What follows belongs to an exercise in optimizing a design on an open flow for small area and a short achievable clock period; a production flow would make more cautious choices. Function was checked by simulation only, so behaviour that the tests miss may differ from the original. Power and IR drop assume default switching activity.

## flow/design.v (module list and top-level ports; edited modules follow where they fit)
// module pipelined_4stage: 115 lines
// module alu_id: 24 lines
// module alu_ex: 1258 lines
// module add18: 128 lines
// module addpg14: 111 lines
// module pfx: 11 lines
// module pfx_g: 8 lines
// module booth_enc: 14 lines
// module cmp_bit: 9 lines
// module cmp_node: 11 lines
// module cmp_top: 8 lines
// module booth_ppi: 13 lines
// module booth_seli: 10 lines
// module fa: 10 lines
// module ha: 9 lines
// module booth_pp: 12 lines
// module booth_sel: 9 lines
// module bit_xor: 7 lines
// module rf_hold: 9 lines
// module rf_dec: 14 lines
// module rf_read: 14 lines
module pipelined_4stage(clk, rst, imem_addr, imem_data, aluout);
  // ...
==> flow/run.sh <==
#!/bin/bash
# synth_recipe.tcl (not shown) runs the flow's synth.tcl, then flattens the netlist and writes it again
# the make line also repeats each setting of config.mk as NAME=value (left out here)
make -C /OpenROAD-flow-scripts/flow DESIGN_CONFIG=/design/flow/config.mk WORK_HOME=/design/flow/orfs CLKGATE_MAP_FILE= SYNTH_SCRIPT=/design/flow/synth_recipe.tcl finish
==> flow/config.mk <==
export PLATFORM = sky130hd
export DESIGN_NAME = pipelined_4stage
export DESIGN_NICKNAME = pipelined_4stage
export VERILOG_FILES = /design/flow/design.v
export SDC_FILE = /design/flow/constraint.sdc
export NUM_CORES = 4
export LEC_CHECK = 0
export CAP_MARGIN = 20
export CORE_MARGIN = 2
export CORE_UTILIZATION = 35
export CTS_CLUSTER_DIAMETER = 90
export CTS_CLUSTER_SIZE = 20
export PLACE_DENSITY = 0.45
export SETUP_SLACK_MARGIN = 3.6
export SLEW_MARGIN = 20
export SYNTH_HIERARCHICAL = 1
==> flow/constraint.sdc <==
create_clock -name core_clock -period 8.0 [get_ports {clk}]
set_input_delay 1.6000 -clock core_clock [delete_from_list [all_inputs] [get_ports {clk}]]
set_output_delay 1.6000 -clock core_clock [all_outputs]
set_load 0.01 [all_outputs]
==> results_dict.tcl, run 1 <==
set metrics [dict create \
    start_util_pct 35.3 \
    cp.depth 14 \
    power.net_switching_mw 3.82 \
    row_count 153 \
    internal-power_mw 8.62 \
    vias_per_cell 7.22 \
    clock-sinks 1208 \
    vdd_drop_max_v 0.000154 \
    final_common_cell "a22o_1" \
    fin_crit_sh_pct 57.6 \
    antenna_found_initial 23 \
    wl_met1_um 136000 \
    largest_reg_flops 1024 \
    first_global_vias 56700 \
    fin_ws_ns 3.39 \
    p_leak_nw 30.6 \
    reg.largest.list "regdata x1024, ex_a x32, ex_b x32" \
    setup_viol 0 \
    power.group.top "sequential cells" \
    run_status "complete, no violations" \
    cp.arrival_ns 5.23 \
    slew_viol_final 0 \
    r2r_end "wb_ph[12]" \
    die_x_um 423 \
    drcViolationCount 0 \
    synth_area_per_cell_um2 10.7 \
    cts_tree "done" \
    synth-warning-count 10 \
    p_total_mw 12.4 \
    gr-total-overflow 0 \
    track_usage_pct 39.4 \
    fmax_mhz 217 \
    vias 60300 \
    r2r_cells 14 \
]
==> module pipelined_4stage, before the edit <==
module pipelined_4stage(clk, rst, imem_addr, imem_data, aluout);
input clk;
input rst;
output [9:0] imem_addr;			 
input [32-1:0] imem_data;	 
output [32-1:0] aluout;
reg [9:0] pc;
always @(posedge clk)
  if (rst) pc <= 10'd0;
  else pc <= pc + 10'd1;
assign imem_addr = pc;
reg [31:0] regdata [0:31];    
reg [31:0] ex_a, ex_b;        
reg [15:0] ex_one, ex_two, ex_neg;   
reg ex_add, ex_sub, ex_and, ex_xor;
reg [4:0] ex_waddr;
reg ex_valid;                 
reg ex_com;                   
reg [18-1:0] wb_lo;         
reg wb_c;                     
reg [14-1:0] wb_ph, wb_gh;  
wire [14-1:0] hi_out, hi_int;
addpg14 ADDOUT (.p(wb_ph), .g(wb_gh), .ci(wb_c), .s(hi_out));
addpg14 ADDINT (.p(wb_ph), .g(wb_gh), .ci(wb_c), .s(hi_int));
wire [31:0] wb_aluout = {hi_int, wb_lo};
reg [4:0] wb_waddr;
wire [31:0] wsel = 32'd1 << wb_waddr;
wire [31:0] wload = wsel | {32{rst}};
wire [31:0] wd0 = rst ? 32'd0 : wb_aluout;
wire [31:0] wd3 = rst ? 32'd2 : wb_aluout;
wire [31:0] wd8 = rst ? 32'd5 : wb_aluout;
genvar g, h;
generate
  for (g = 0; g < 32; g = g + 1) begin : RF
    wire [31:0] d = g == 8 ? wd8 : g == 3 ? wd3 : wd0;
    wire [31:0] next;
    for (h = 0; h < 32; h = h + 1) begin : B
      rf_hold H (.load(wload[g]), .hold(~wload[g]), .d(d[h]), .q(regdata[g][h]),
                 .next(next[h]));
    end
    always @(posedge clk)
      regdata[g] <= next;
  end
endgenerate
wire [5:0] opcode = imem_data[31:26];
wire [4:0] rs = imem_data[25:21];
wire [4:0] rt = imem_data[20:16];
wire [2:0] aluop = opcode[2:0];
wire alusrc = opcode == 6'b000110;
wire [4:0] waddr_id = alusrc ? rt : imem_data[15:11];
wire [31:0] sel1, sel2;
rf_dec DEC1 (.addr(rs), .keep(~wsel), .sel(sel1));
rf_dec DEC2 (.addr(rt), .keep(~wsel), .sel(sel2));
wire fwd1 = rs == wb_waddr;
wire fwd2 = rt == wb_waddr;
wire [1023:0] rflat;
generate
  for (g = 0; g < 32; g = g + 1) begin : RFLAT
    assign rflat[32*g +: 32] = regdata[g];
  end
endgenerate
wire [31:0] opa, opb;
rf_read RD1 (.sel({fwd1, sel1}), .d({wb_aluout, rflat}), .q(opa));
rf_read RD2 (.sel({fwd2, sel2}), .d({wb_aluout, rflat}), .q(opb));
wire [15:0] one_id, two_id, neg_id;
alu_id ALUID (.b(opb), .op_mul(aluop == 3'd5), .one(one_id), .two(two_id), .neg(neg_id));
always @(posedge clk) begin
  ex_a <= opa;
  ex_b <= alusrc ? {16'b0, imem_data[15:0]} : opb;
  ex_one <= one_id;
  ex_two <= two_id;
  ex_neg <= neg_id;
  ex_add <= aluop == 3'd0 || aluop == 3'd6;
  ex_sub <= aluop == 3'd1;
  ex_and <= aluop == 3'd2;
  ex_xor <= aluop == 3'd3;
  if (rst) begin
    ex_waddr <= 5'd0;
    ex_valid <= 1'b0;
    ex_com <= 1'b0;
  end else begin
    ex_waddr <= waddr_id;
    ex_valid <= 1'b1;
    ex_com <= aluop == 3'd4;
  end
end
wire [18-1:0] ex_lo;
wire ex_c;
wire [14-1:0] ex_ph, ex_gh;
wire ex_le;
alu_ex ALUEX (.a(ex_a), .b(ex_b), .one(ex_one), .two(ex_two), .neg(ex_neg),
  .op_add(ex_add), .op_sub(ex_sub), .op_and(ex_and), .op_xor(ex_xor), .op_com(ex_com),
  .lo(ex_lo), .clo(ex_c), .ph(ex_ph), .gh(ex_gh), .le(ex_le));
always @(posedge clk)
  if (rst || !ex_valid) begin
    wb_lo <= 0;
    wb_c <= 1'b0;
    wb_ph <= 0;
    wb_gh <= 0;
    wb_waddr <= 5'd0;
  end else if (ex_com) begin
    wb_lo <= {{(18-1){1'b0}}, ex_le};
    wb_c <= 1'b0;
    wb_ph <= 0;
    wb_gh <= 0;
    wb_waddr <= ex_waddr;
  end else begin
    wb_lo <= ex_lo;
    wb_c <= ex_c;
    wb_ph <= ex_ph;
    wb_gh <= ex_gh;
    wb_waddr <= ex_waddr;
  end
assign aluout = {hi_out, wb_lo};
endmodule
==> run 2, diff against run 1 <==
--- a/flow/design.v
+++ b/flow/design.v
@@ -14,22 +14,22 @@
 assign imem_addr = pc;
 reg [31:0] regdata [0:31];    
 reg [31:0] ex_a, ex_b;        
 reg [15:0] ex_one, ex_two, ex_neg;   
 reg ex_add, ex_sub, ex_and, ex_xor;
 reg [4:0] ex_waddr;
 reg ex_valid;                 
 reg ex_com;                   
-reg [18-1:0] wb_lo;         
+reg [25-1:0] wb_lo;         
 reg wb_c;                     
-reg [14-1:0] wb_ph, wb_gh;  
-wire [14-1:0] hi_out, hi_int;
-addpg14 ADDOUT (.p(wb_ph), .g(wb_gh), .ci(wb_c), .s(hi_out));
-addpg14 ADDINT (.p(wb_ph), .g(wb_gh), .ci(wb_c), .s(hi_int));
+reg [7-1:0] wb_ph, wb_gh;  
+wire [7-1:0] hi_out, hi_int;
+addpg7 ADDOUT (.p(wb_ph), .g(wb_gh), .ci(wb_c), .s(hi_out));
+addpg7 ADDINT (.p(wb_ph), .g(wb_gh), .ci(wb_c), .s(hi_int));
 wire [31:0] wb_aluout = {hi_int, wb_lo};
 reg [4:0] wb_waddr;
 wire [31:0] wsel = 32'd1 << wb_waddr;
 wire [31:0] wload = wsel | {32{rst}};
 wire [31:0] wd0 = rst ? 32'd0 : wb_aluout;
 wire [31:0] wd3 = rst ? 32'd2 : wb_aluout;
 wire [31:0] wd8 = rst ? 32'd5 : wb_aluout;
 genvar g, h;
@@ -82,32 +82,32 @@
     ex_valid <= 1'b0;
     ex_com <= 1'b0;
   end else begin
     ex_waddr <= waddr_id;
     ex_valid <= 1'b1;
     ex_com <= aluop == 3'd4;
   end
 end
-wire [18-1:0] ex_lo;
+wire [25-1:0] ex_lo;
 wire ex_c;
-wire [14-1:0] ex_ph, ex_gh;
+wire [7-1:0] ex_ph, ex_gh;
 wire ex_le;
 alu_ex ALUEX (.a(ex_a), .b(ex_b), .one(ex_one), .two(ex_two), .neg(ex_neg),
   .op_add(ex_add), .op_sub(ex_sub), .op_and(ex_and), .op_xor(ex_xor), .op_com(ex_com),
   .lo(ex_lo), .clo(ex_c), .ph(ex_ph), .gh(ex_gh), .le(ex_le));
 always @(posedge clk)
   if (rst || !ex_valid) begin
     wb_lo <= 0;
     wb_c <= 1'b0;
     wb_ph <= 0;
     wb_gh <= 0;
     wb_waddr <= 5'd0;
   end else if (ex_com) begin
-    wb_lo <= {{(18-1){1'b0}}, ex_le};
+    wb_lo <= {{(25-1){1'b0}}, ex_le};
     wb_c <= 1'b0;
     wb_ph <= 0;
     wb_gh <= 0;
     wb_waddr <= ex_waddr;
   end else begin
     wb_lo <= ex_lo;
     wb_c <= ex_c;
     wb_ph <= ex_ph;
@@ -147,20 +147,20 @@
   input  [15:0] one,
   input  [15:0] two,
   input  [15:0] neg,
   input         op_add,   
   input         op_sub,
   input         op_and,
   input         op_xor,
   input         op_com,
-  output [17:0] lo,      
+  output [24:0] lo,      
   output        clo,     
-  output [13:0] ph,      
-  output [13:0] gh,      
+  output [6:0] ph,      
+  output [6:0] gh,      
   output        le       
 );
   wire [31:0] inj_x = ({32{op_add | op_sub}} & a)
                     | ({32{op_and}} & (a & b))
                     | ({32{op_xor}} & (a ^ b));
   wire [31:0] inj_y = ({32{op_add}} & b) | ({32{op_sub}} & ~b);
   wire pp0_0;
   booth_ppi P0_0 (.one(one[0]), .two(two[0]), .neg(neg[0]), .a(a[0]), .am1(1'b0), .i(inj_x[0]), .pp(pp0_0));
@@ -1378,36 +1378,29 @@
   cmp_node C3_3 (.gh(gt2_7), .eh(eq2_7), .gl(gt2_6), .el(eq2_6), .g(gt3_3), .e(eq3_3));
   wire gt4_0, eq4_0;
   cmp_node C4_0 (.gh(gt3_1), .eh(eq3_1), .gl(gt3_0), .el(eq3_0), .g(gt4_0), .e(eq4_0));
   wire gt4_1, eq4_1;
   cmp_node C4_1 (.gh(gt3_3), .eh(eq3_3), .gl(gt3_2), .el(eq3_2), .g(gt4_1), .e(eq4_1));
   wire gt5_0;
   cmp_top C5_0 (.gh(gt4_1), .eh(eq4_1), .gl(gt4_0), .g(gt5_0));
   assign le = ~gt5_0;
-  add18 ADDLO (.a(x[17:0]), .b(y[17:0]), .s(lo), .co(clo));
-  ha HP18 (.a(x[18]), .b(y[18]), .s(ph[0]), .co(gh[0]));
-  ha HP19 (.a(x[19]), .b(y[19]), .s(ph[1]), .co(gh[1]));
-  ha HP20 (.a(x[20]), .b(y[20]), .s(ph[2]), .co(gh[2]));
-  ha HP21 (.a(x[21]), .b(y[21]), .s(ph[3]), .co(gh[3]));
-  ha HP22 (.a(x[22]), .b(y[22]), .s(ph[4]), .co(gh[4]));
-  ha HP23 (.a(x[23]), .b(y[23]), .s(ph[5]), .co(gh[5]));
-  ha HP24 (.a(x[24]), .b(y[24]), .s(ph[6]), .co(gh[6]));
-  ha HP25 (.a(x[25]), .b(y[25]), .s(ph[7]), .co(gh[7]));
-  ha HP26 (.a(x[26]), .b(y[26]), .s(ph[8]), .co(gh[8]));
-  ha HP27 (.a(x[27]), .b(y[27]), .s(ph[9]), .co(gh[9]));
-  ha HP28 (.a(x[28]), .b(y[28]), .s(ph[10]), .co(gh[10]));
-  ha HP29 (.a(x[29]), .b(y[29]), .s(ph[11]), .co(gh[11]));
-  ha HP30 (.a(x[30]), .b(y[30]), .s(ph[12]), .co(gh[12]));
-  ha HP31 (.a(x[31]), .b(y[31]), .s(ph[13]), .co(gh[13]));
+  add25 ADDLO (.a(x[24:0]), .b(y[24:0]), .s(lo), .co(clo));
+  ha HP25 (.a(x[25]), .b(y[25]), .s(ph[0]), .co(gh[0]));
+  ha HP26 (.a(x[26]), .b(y[26]), .s(ph[1]), .co(gh[1]));
+  ha HP27 (.a(x[27]), .b(y[27]), .s(ph[2]), .co(gh[2]));
+  ha HP28 (.a(x[28]), .b(y[28]), .s(ph[3]), .co(gh[3]));
+  ha HP29 (.a(x[29]), .b(y[29]), .s(ph[4]), .co(gh[4]));
+  ha HP30 (.a(x[30]), .b(y[30]), .s(ph[5]), .co(gh[5]));
+  ha HP31 (.a(x[31]), .b(y[31]), .s(ph[6]), .co(gh[6]));
 endmodule
-module add18 (
-  input  [17:0] a,
-  input  [17:0] b,
-  output [17:0] s,
+module add25 (
+  input  [24:0] a,
+  input  [24:0] b,
+  output [24:0] s,
   output co
 );
   wire g_0_0, p_0_0;
   ha B0 (.a(a[0]), .b(b[0]), .s(p_0_0), .co(g_0_0));
   wire g_1_1, p_1_1;
   ha B1 (.a(a[1]), .b(b[1]), .s(p_1_1), .co(g_1_1));
   wire g_2_2, p_2_2;
   ha B2 (.a(a[2]), .b(b[2]), .s(p_2_2), .co(g_2_2));
@@ -1436,16 +1429,30 @@
   wire g_14_14, p_14_14;
   ha B14 (.a(a[14]), .b(b[14]), .s(p_14_14), .co(g_14_14));
   wire g_15_15, p_15_15;
   ha B15 (.a(a[15]), .b(b[15]), .s(p_15_15), .co(g_15_15));
   wire g_16_16, p_16_16;
   ha B16 (.a(a[16]), .b(b[16]), .s(p_16_16), .co(g_16_16));
   wire g_17_17, p_17_17;
   ha B17 (.a(a[17]), .b(b[17]), .s(p_17_17), .co(g_17_17));
+  wire g_18_18, p_18_18;
+  ha B18 (.a(a[18]), .b(b[18]), .s(p_18_18), .co(g_18_18));
+  wire g_19_19, p_19_19;
+  ha B19 (.a(a[19]), .b(b[19]), .s(p_19_19), .co(g_19_19));
+  wire g_20_20, p_20_20;
+  ha B20 (.a(a[20]), .b(b[20]), .s(p_20_20), .co(g_20_20));
+  wire g_21_21, p_21_21;
+  ha B21 (.a(a[21]), .b(b[21]), .s(p_21_21), .co(g_21_21));
+  wire g_22_22, p_22_22;
+  ha B22 (.a(a[22]), .b(b[22]), .s(p_22_22), .co(g_22_22));
+  wire g_23_23, p_23_23;
+  ha B23 (.a(a[23]), .b(b[23]), .s(p_23_23), .co(g_23_23));
+  wire g_24_24, p_24_24;
+  ha B24 (.a(a[24]), .b(b[24]), .s(p_24_24), .co(g_24_24));
   wire g_0_1;
   pfx_g X0_1 (.gh(g_1_1), .ph(p_1_1), .gl(g_0_0), .g(g_0_1));
   wire g_0_2;
   pfx_g X0_2 (.gh(g_2_2), .ph(p_2_2), .gl(g_0_1), .g(g_0_2));
   wire g_2_3, p_2_3;
   pfx X2_3 (.gh(g_3_3), .ph(p_3_3), .gl(g_2_2), .pl(p_2_2), .g(g_2_3), .p(p_2_3));
   wire g_0_3;
   pfx_g X0_3 (.gh(g_2_3), .ph(p_2_3), .gl(g_0_1), .g(g_0_3));
@@ -1502,16 +1509,58 @@
   wire g_13_16, p_13_16;
   pfx X13_16 (.gh(g_15_16), .ph(p_15_16), .gl(g_13_14), .pl(p_13_14), .g(g_13_16), .p(p_13_16));
   wire g_0_16;
   pfx_g X0_16 (.gh(g_13_16), .ph(p_13_16), .gl(g_0_12), .g(g_0_16));
   wire g_15_17, p_15_17;
   pfx X15_17 (.gh(g_17_17), .ph(p_17_17), .gl(g_15_16), .pl(p_15_16), .g(g_15_17), .p(p_15_17));
   wire g_0_17;
   pfx_g X0_17 (.gh(g_15_17), .ph(p_15_17), .gl(g_0_14), .g(g_0_17));
+  wire g_17_18, p_17_18;
+  pfx X17_18 (.gh(g_18_18), .ph(p_18_18), .gl(g_17_17), .pl(p_17_17), .g(g_17_18), .p(p_17_18));
+  wire g_0_18;
+  pfx_g X0_18 (.gh(g_17_18), .ph(p_17_18), .gl(g_0_16), .g(g_0_18));
+  wire g_17_19, p_17_19;
+  pfx X17_19 (.gh(g_19_19), .ph(p_19_19), .gl(g_17_18), .pl(p_17_18), .g(g_17_19), .p(p_17_19));
+  wire g_0_19;
+  pfx_g X0_19 (.gh(g_17_19), .ph(p_17_19), .gl(g_0_16), .g(g_0_19));
+  wire g_19_20, p_19_20;
+  pfx X19_20 (.gh(g_20_20), .ph(p_20_20), .gl(g_19_19), .pl(p_19_19), .g(g_19_20), .p(p_19_20));
+  wire g_17_20, p_17_20;
+  pfx X17_20 (.gh(g_19_20), .ph(p_19_20), .gl(g_17_18), .pl(p_17_18), .g(g_17_20), .p(p_17_20));
+  wire g_0_20;
+  pfx_g X0_20 (.gh(g_17_20), .ph(p_17_20), .gl(g_0_16), .g(g_0_20));
+  wire g_20_21, p_20_21;
+  pfx X20_21 (.gh(g_21_21), .ph(p_21_21), .gl(g_20_20), .pl(p_20_20), .g(g_20_21), .p(p_20_21));
+  wire g_18_19, p_18_19;
+  pfx X18_19 (.gh(g_19_19), .ph(p_19_19), .gl(g_18_18), .pl(p_18_18), .g(g_18_19), .p(p_18_19));
+  wire g_18_21, p_18_21;
+  pfx X18_21 (.gh(g_20_21), .ph(p_20_21), .gl(g_18_19), .pl(p_18_19), .g(g_18_21), .p(p_18_21));
+  wire g_0_21;
+  pfx_g X0_21 (.gh(g_18_21), .ph(p_18_21), .gl(g_0_17), .g(g_0_21));
+  wire g_21_22, p_21_22;
+  pfx X21_22 (.gh(g_22_22), .ph(p_22_22), .gl(g_21_21), .pl(p_21_21), .g(g_21_22), .p(p_21_22));
+  wire g_19_22, p_19_22;
+  pfx X19_22 (.gh(g_21_22), .ph(p_21_22), .gl(g_19_20), .pl(p_19_20), .g(g_19_22), .p(p_19_22));
+  wire g_0_22;
+  pfx_g X0_22 (.gh(g_19_22), .ph(p_19_22), .gl(g_0_18), .g(g_0_22));
+  wire g_22_23, p_22_23;
+  pfx X22_23 (.gh(g_23_23), .ph(p_23_23), .gl(g_22_22), .pl(p_22_22), .g(g_22_23), .p(p_22_23));
+  wire g_20_23, p_20_23;
+  pfx X20_23 (.gh(g_22_23), .ph(p_22_23), .gl(g_20_21), .pl(p_20_21), .g(g_20_23), .p(p_20_23));
+  wire g_0_23;
+  pfx_g X0_23 (.gh(g_20_23), .ph(p_20_23), .gl(g_0_19), .g(g_0_23));
+  wire g_23_24, p_23_24;
+  pfx X23_24 (.gh(g_24_24), .ph(p_24_24), .gl(g_23_23), .pl(p_23_23), .g(g_23_24), .p(p_23_24));
+  wire g_21_24, p_21_24;
+  pfx X21_24 (.gh(g_23_24), .ph(p_23_24), .gl(g_21_22), .pl(p_21_22), .g(g_21_24), .p(p_21_24));
+  wire g_17_24, p_17_24;
+  pfx X17_24 (.gh(g_21_24), .ph(p_21_24), .gl(g_17_20), .pl(p_17_20), .g(g_17_24), .p(p_17_24));
+  wire g_0_24;
+  pfx_g X0_24 (.gh(g_17_24), .ph(p_17_24), .gl(g_0_16), .g(g_0_24));
   assign s[0] = p_0_0;
   bit_xor S1 (.a(p_1_1), .b(g_0_0), .y(s[1]));
   bit_xor S2 (.a(p_2_2), .b(g_0_1), .y(s[2]));
   bit_xor S3 (.a(p_3_3), .b(g_0_2), .y(s[3]));
   bit_xor S4 (.a(p_4_4), .b(g_0_3), .y(s[4]));
   bit_xor S5 (.a(p_5_5), .b(g_0_4), .y(s[5]));
   bit_xor S6 (.a(p_6_6), .b(g_0_5), .y(s[6]));
   bit_xor S7 (.a(p_7_7), .b(g_0_6), .y(s[7]));
@@ -1520,128 +1569,72 @@
   bit_xor S10 (.a(p_10_10), .b(g_0_9), .y(s[10]));
   bit_xor S11 (.a(p_11_11), .b(g_0_10), .y(s[11]));
   bit_xor S12 (.a(p_12_12), .b(g_0_11), .y(s[12]));
   bit_xor S13 (.a(p_13_13), .b(g_0_12), .y(s[13]));
   bit_xor S14 (.a(p_14_14), .b(g_0_13), .y(s[14]));
   bit_xor S15 (.a(p_15_15), .b(g_0_14), .y(s[15]));
   bit_xor S16 (.a(p_16_16), .b(g_0_15), .y(s[16]));
   bit_xor S17 (.a(p_17_17), .b(g_0_16), .y(s[17]));
-  assign co = g_0_17;
+  bit_xor S18 (.a(p_18_18), .b(g_0_17), .y(s[18]));
+  bit_xor S19 (.a(p_19_19), .b(g_0_18), .y(s[19]));
+  bit_xor S20 (.a(p_20_20), .b(g_0_19), .y(s[20]));
+  bit_xor S21 (.a(p_21_21), .b(g_0_20), .y(s[21]));
+  bit_xor S22 (.a(p_22_22), .b(g_0_21), .y(s[22]));
+  bit_xor S23 (.a(p_23_23), .b(g_0_22), .y(s[23]));
+  bit_xor S24 (.a(p_24_24), .b(g_0_23), .y(s[24]));
+  assign co = g_0_24;
 endmodule
-module addpg14 (
-  input  [13:0] p,
-  input  [13:0] g,
+module addpg7 (
+  input  [6:0] p,
+  input  [6:0] g,
   input  ci,
-  output [13:0] s
+  output [6:0] s
 );
   wire g1_1;
   pfx_g X1_1 (.gh(g[0]), .ph(p[0]), .gl(ci), .g(g1_1));
   wire g1_2, p1_2;
   pfx X1_2 (.gh(g[1]), .ph(p[1]), .gl(g[0]), .pl(p[0]), .g(g1_2), .p(p1_2));
   wire g1_3, p1_3;
   pfx X1_3 (.gh(g[2]), .ph(p[2]), .gl(g[1]), .pl(p[1]), .g(g1_3), .p(p1_3));
   wire g1_4, p1_4;
   pfx X1_4 (.gh(g[3]), .ph(p[3]), .gl(g[2]), .pl(p[2]), .g(g1_4), .p(p1_4));
   wire g1_5, p1_5;
   pfx X1_5 (.gh(g[4]), .ph(p[4]), .gl(g[3]), .pl(p[3]), .g(g1_5), .p(p1_5));
   wire g1_6, p1_6;
   pfx X1_6 (.gh(g[5]), .ph(p[5]), .gl(g[4]), .pl(p[4]), .g(g1_6), .p(p1_6));
   wire g1_7, p1_7;
   pfx X1_7 (.gh(g[6]), .ph(p[6]), .gl(g[5]), .pl(p[5]), .g(g1_7), .p(p1_7));
-  wire g1_8, p1_8;
-  pfx X1_8 (.gh(g[7]), .ph(p[7]), .gl(g[6]), .pl(p[6]), .g(g1_8), .p(p1_8));
-  wire g1_9, p1_9;
-  pfx X1_9 (.gh(g[8]), .ph(p[8]), .gl(g[7]), .pl(p[7]), .g(g1_9), .p(p1_9));
-  wire g1_10, p1_10;
-  pfx X1_10 (.gh(g[9]), .ph(p[9]), .gl(g[8]), .pl(p[8]), .g(g1_10), .p(p1_10));
-  wire g1_11, p1_11;
-  pfx X1_11 (.gh(g[10]), .ph(p[10]), .gl(g[9]), .pl(p[9]), .g(g1_11), .p(p1_11));
-  wire g1_12, p1_12;
-  pfx X1_12 (.gh(g[11]), .ph(p[11]), .gl(g[10]), .pl(p[10]), .g(g1_12), .p(p1_12));
-  wire g1_13, p1_13;
-  pfx X1_13 (.gh(g[12]), .ph(p[12]), .gl(g[11]), .pl(p[11]), .g(g1_13), .p(p1_13));
-  wire g1_14, p1_14;
-  pfx X1_14 (.gh(g[13]), .ph(p[13]), .gl(g[12]), .pl(p[12]), .g(g1_14), .p(p1_14));
   wire g2_2;
   pfx_g X2_2 (.gh(g1_2), .ph(p1_2), .gl(ci), .g(g2_2));
   wire g2_3;
   pfx_g X2_3 (.gh(g1_3), .ph(p1_3), .gl(g1_1), .g(g2_3));
   wire g2_4, p2_4;
   pfx X2_4 (.gh(g1_4), .ph(p1_4), .gl(g1_2), .pl(p1_2), .g(g2_4), .p(p2_4));
   wire g2_5, p2_5;
   pfx X2_5 (.gh(g1_5), .ph(p1_5), .gl(g1_3), .pl(p1_3), .g(g2_5), .p(p2_5));
   wire g2_6, p2_6;
   pfx X2_6 (.gh(g1_6), .ph(p1_6), .gl(g1_4), .pl(p1_4), .g(g2_6), .p(p2_6));
   wire g2_7, p2_7;
   pfx X2_7 (.gh(g1_7), .ph(p1_7), .gl(g1_5), .pl(p1_5), .g(g2_7), .p(p2_7));
-  wire g2_8, p2_8;
-  pfx X2_8 (.gh(g1_8), .ph(p1_8), .gl(g1_6), .pl(p1_6), .g(g2_8), .p(p2_8));
-  wire g2_9, p2_9;
-  pfx X2_9 (.gh(g1_9), .ph(p1_9), .gl(g1_7), .pl(p1_7), .g(g2_9), .p(p2_9));
-  wire g2_10, p2_10;
-  pfx X2_10 (.gh(g1_10), .ph(p1_10), .gl(g1_8), .pl(p1_8), .g(g2_10), .p(p2_10));
-  wire g2_11, p2_11;
-  pfx X2_11 (.gh(g1_11), .ph(p1_11), .gl(g1_9), .pl(p1_9), .g(g2_11), .p(p2_11));
-  wire g2_12, p2_12;
-  pfx X2_12 (.gh(g1_12), .ph(p1_12), .gl(g1_10), .pl(p1_10), .g(g2_12), .p(p2_12));
-  wire g2_13, p2_13;
-  pfx X2_13 (.gh(g1_13), .ph(p1_13), .gl(g1_11), .pl(p1_11), .g(g2_13), .p(p2_13));
-  wire g2_14, p2_14;
-  pfx X2_14 (.gh(g1_14), .ph(p1_14), .gl(g1_12), .pl(p1_12), .g(g2_14), .p(p2_14));
   wire g3_4;
   pfx_g X3_4 (.gh(g2_4), .ph(p2_4), .gl(ci), .g(g3_4));
   wire g3_5;
   pfx_g X3_5 (.gh(g2_5), .ph(p2_5), .gl(g1_1), .g(g3_5));
   wire g3_6;
   pfx_g X3_6 (.gh(g2_6), .ph(p2_6), .gl(g2_2), .g(g3_6));
   wire g3_7;
   pfx_g X3_7 (.gh(g2_7), .ph(p2_7), .gl(g2_3), .g(g3_7));
-  wire g3_8, p3_8;
-  pfx X3_8 (.gh(g2_8), .ph(p2_8), .gl(g2_4), .pl(p2_4), .g(g3_8), .p(p3_8));
-  wire g3_9, p3_9;
-  pfx X3_9 (.gh(g2_9), .ph(p2_9), .gl(g2_5), .pl(p2_5), .g(g3_9), .p(p3_9));
-  wire g3_10, p3_10;
-  pfx X3_10 (.gh(g2_10), .ph(p2_10), .gl(g2_6), .pl(p2_6), .g(g3_10), .p(p3_10));
-  wire g3_11, p3_11;
-  pfx X3_11 (.gh(g2_11), .ph(p2_11), .gl(g2_7), .pl(p2_7), .g(g3_11), .p(p3_11));
-  wire g3_12, p3_12;
-  pfx X3_12 (.gh(g2_12), .ph(p2_12), .gl(g2_8), .pl(p2_8), .g(g3_12), .p(p3_12));
-  wire g3_13, p3_13;
-  pfx X3_13 (.gh(g2_13), .ph(p2_13), .gl(g2_9), .pl(p2_9), .g(g3_13), .p(p3_13));
-  wire g3_14, p3_14;
-  pfx X3_14 (.gh(g2_14), .ph(p2_14), .gl(g2_10), .pl(p2_10), .g(g3_14), .p(p3_14));
-  wire g4_8;
-  pfx_g X4_8 (.gh(g3_8), .ph(p3_8), .gl(ci), .g(g4_8));
-  wire g4_9;
-  pfx_g X4_9 (.gh(g3_9), .ph(p3_9), .gl(g1_1), .g(g4_9));
-  wire g4_10;
-  pfx_g X4_10 (.gh(g3_10), .ph(p3_10), .gl(g2_2), .g(g4_10));
-  wire g4_11;
-  pfx_g X4_11 (.gh(g3_11), .ph(p3_11), .gl(g2_3), .g(g4_11));
-  wire g4_12;
-  pfx_g X4_12 (.gh(g3_12), .ph(p3_12), .gl(g3_4), .g(g4_12));
-  wire g4_13;
-  pfx_g X4_13 (.gh(g3_13), .ph(p3_13), .gl(g3_5), .g(g4_13));
-  wire g4_14;
-  pfx_g X4_14 (.gh(g3_14), .ph(p3_14), .gl(g3_6), .g(g4_14));
   bit_xor S0 (.a(p[0]), .b(ci), .y(s[0]));
   bit_xor S1 (.a(p[1]), .b(g1_1), .y(s[1]));
   bit_xor S2 (.a(p[2]), .b(g2_2), .y(s[2]));
   bit_xor S3 (.a(p[3]), .b(g2_3), .y(s[3]));
   bit_xor S4 (.a(p[4]), .b(g3_4), .y(s[4]));
   bit_xor S5 (.a(p[5]), .b(g3_5), .y(s[5]));
   bit_xor S6 (.a(p[6]), .b(g3_6), .y(s[6]));
-  bit_xor S7 (.a(p[7]), .b(g3_7), .y(s[7]));
-  bit_xor S8 (.a(p[8]), .b(g4_8), .y(s[8]));
-  bit_xor S9 (.a(p[9]), .b(g4_9), .y(s[9]));
-  bit_xor S10 (.a(p[10]), .b(g4_10), .y(s[10]));
-  bit_xor S11 (.a(p[11]), .b(g4_11), .y(s[11]));
-  bit_xor S12 (.a(p[12]), .b(g4_12), .y(s[12]));
-  bit_xor S13 (.a(p[13]), .b(g4_13), .y(s[13]));
 endmodule
 module pfx (
   input  gh,
   input  ph,
   input  gl,
   input  pl,
   output g,
   output p
==> run 2 against run 1 <==
Compared with the run above:
- critical path depth up 2
- synthesized cell count is 1.4% lower
- flip-flop and latch count is 7 lower
- first-iteration DRC count is 15% higher
- largest cell class unchanged
- critical path type unchanged
==> results_dict.tcl, run 2 <==
set metrics [dict create \
    track_usage_pct 39.9 \
    cp.arrival_ns 5.52 \
    final_layout_size_suffix_gt1_share_pct 14.6 \
    fmax_mhz 204 \
    row_count 153 \
    cp_max_fo 4 \
    dp_hpwl_um 214000 \
    reg.largest.list "regdata x1024, ex_a x32, ex_b x32" \
    cts.clk_slew.worst_paths_ns 0.09 \
    first_global_vias 56300 \
    avgRoutedWirePerCell_um 44.9 \
    hold-worst-slack_ns 0.490 \
    crit_type "flop to flop" \
    critical_path.most_common_cell "fa_1" \
    setup_viol 0 \
    coreArea_mm2 0.173 \
    hold_viol 0 \
    drt_iter0_drc 11100 \
    holdCritPathClass "flop to flop" \
    worstPathCellList "ha_1, a22oi_1, nand2_1, a221o_1, xor2_1, fa_1, fa_1, fa_1, fa_1, fa_1, ha_4, and2_4, and2_1, a21o_1, xor2_1, and2_1" \
    final-seq-area_mm2 0.0242 \
    vdd_drop_max_v 0.000160 \
    area_delta_synth_final_pct 15.3 \
    clock-root-buffer "clkbuf_16" \
    grt_pass1_wl_um 494000 \
    clock-sinks 1201 \
    slew_viol_final 0 \
    fin_crit_ns 4.90 \
    run_status "complete, no violations" \
    dieArea_mm2 0.177 \
    multi_input_comb_area_mm2 0.0367 \
    clock_latency_ns 0.76 \
    vias 60500 \
    die_h_um 421 \
    start_util_pct 35.1 \
    place_congestion 0.931 \
    fin_setup_tns_ns 0 \
    fin_skew_ns 0.0554 \
    fin_nets 6267 \
    die_x_um 421 \
    io_pins 76 \
    critPathMaxStageDelay_ns 0.56 \
    grt_max_degree 66 \
    crit_path_end_kind "flop" \
    detail_route.wirelength_um 371000 \
    vias_per_cell 7.33 \
    start_kind "flop" \
    fillers 16700 \
    h-tree-depth 3 \
    cts_made_buffers 77 \
    p_leak_nw 29.8 \
    syn_area_mm2 0.0609 \
    rsz0062_at_grt "yes" \
    cts_tree "done" \
    final_common_cell "a22o_1" \
    maxCapViolCount 0 \
    port_buffers 75 \
    drt.antenna.violating_nets 0 \
    first_pass_iters 8 \
    drcViolationCount 0 \
    required_ns 8.62 \
    worst_slew_pin_slew_ns 1.24 \
    fin_crit_sh_pct 61.2 \
    power_density_mw_per_mm2 175 \
    crit_slowest_cell "fa_1" \
    final_cell_mix "a22o_1 (1234), dfxtp_1 (1140), a22oi_1 (985)" \
    cts_hold_buf 0 \
    max-clock-path-buffers 3 \
    synth-warning-count 10 \
    largest_reg_flops 1024 \
    synth_area_per_cell_um2 10.8 \
    syn_inst 5645 \
    top_register "regdata" \
    maxSlewHeadroom_pct 17.5 \
    antenna_found_initial 28 \
    gr-total-overflow 0 \
]
## run 2: changes by cell type in the layout (fill, tap and decap cells not counted), moves of 5 or more
cell,delta
a21o_1,-34
and2_1,-32
dfxtp_1,-21
ha_1,-15
ha_4,+15
dfxtp_4,+10
buf_6,-9
nand2_1,+7
nand2_2,-7
and3_2,-6
and3_4,+6
nor4_1,+6
inv_6,-5
xor2_2,-5
## run 2: through the flow
step                instances  utilization (%)  setup slack [ns]  total power, mW  cell area [µm²]
floorplan                5662                -              3.32             7.04            61300
global placement         8054             38.1              2.27             7.86            66000
detailed placement       8054             38.1              2.31             7.86            66000
CTS                      8230             40.1              3.08             12.1            69500
global route             8252             40.5              2.93             12.5            70100
finish                   8263             40.5              3.10             12.3            70100
## run 2: per-layer routing
layer | global-route usage (%) | wire length (µm)
met2 | 57.2 | 150000
met1 | 50.7 | 141000
met4 | 26.0 | 30200
met3 | 13.7 | 49800
met5 | 0 | 121
## run 2: timing repair
item,CTS,global route
pin swaps,21,45
buffers inserted,61,17
hold endpoints to repair,0,0
gates resized for setup,116,99
setup endpoints to repair,90,75
cloned,4,4
## run 2: final timing paths
kind	endpoint	cells after the start	slack (ns)	from
worst max register to register	wb_lo[23]	16	3.10	ex_a[21]
worst min register to register	pc[9]	2	0.49	pc[9]
worst max-delay path	wb_lo[23]	16	3.10	ex_a[21]
worst min-delay path	pc[9]	2	0.49	pc[9]
## run 2: critical path, delay by kind of cell, from the launching register on
kind	cells	cell delay [ns]
simple gates	4	0.51
xor+xnor	2	0.33
compound gates	3	0.63
fa+ha+maj	7	2.94
flops	1	0.39
## run 2: report_power, final
group / switching [mW] / internal [mW] / total, mW / leakage, nW
clock network: 2.43 / 1.91 / 4.34 / 1.13
registers: 0.193 / 6.14 / 6.33 / 9.75
logic: 1.15 / 0.437 / 1.58 / 18.9
## run 2: layout make-up
| cell class | instances | share of cell area, % |
|---|---|---|
| Multi-Input combinational cell | 4130 | 52.3 |
| Sequential cell | 1201 | 34.5 |
| Timing Repair Buffer | 405 | 5.29 |
| Tap cell | 2325 | 4.15 |
| Clock buffer | 90 | 2.94 |
| Inverter | 79 | 0.432 |
| Clock inverter | 21 | 0.373 |
| Antenna cell | 12 | 0.0428 |

-- afterwards: timing with drivers on the ports --
How much do the figures lean on ideal ports? The routed layouts below were timed once more, with nothing changed but the port constraints. Step 1: set_driving_cell puts a clkbuf_16 on clk and a buf_2 on each other input, an assumption about the parent block. Step 2 also shifts input and output timing later by t, the mid clock arrival at the registers, as if the neighbouring blocks saw the same clock. a / b / c = ideal ports / drivers / drivers and shift; a / b = the first two.
| run | t, ns | setup slack, ns | latest minus earliest clock arrival (ns) | slew at the worst register clock pin (ns) | pins driven straight from the clock port |
|---|---|---|---|---|---|
| run 1 | 0.847 | 3.395 / 3.395 / 2.754 | 0.063 / 0.063 | 0.10 / 0.10 | 1 |
| run 2 | 0.826 | 3.100 / 3.100 / 2.668 | 0.060 / 0.060 | 0.10 / 0.10 | 1 |
After both steps every run listed still meets setup and hold. For run 1, which loses most, drivers alone change the setup slack by 0.000 ns; drivers and shift together by -0.641 ns.
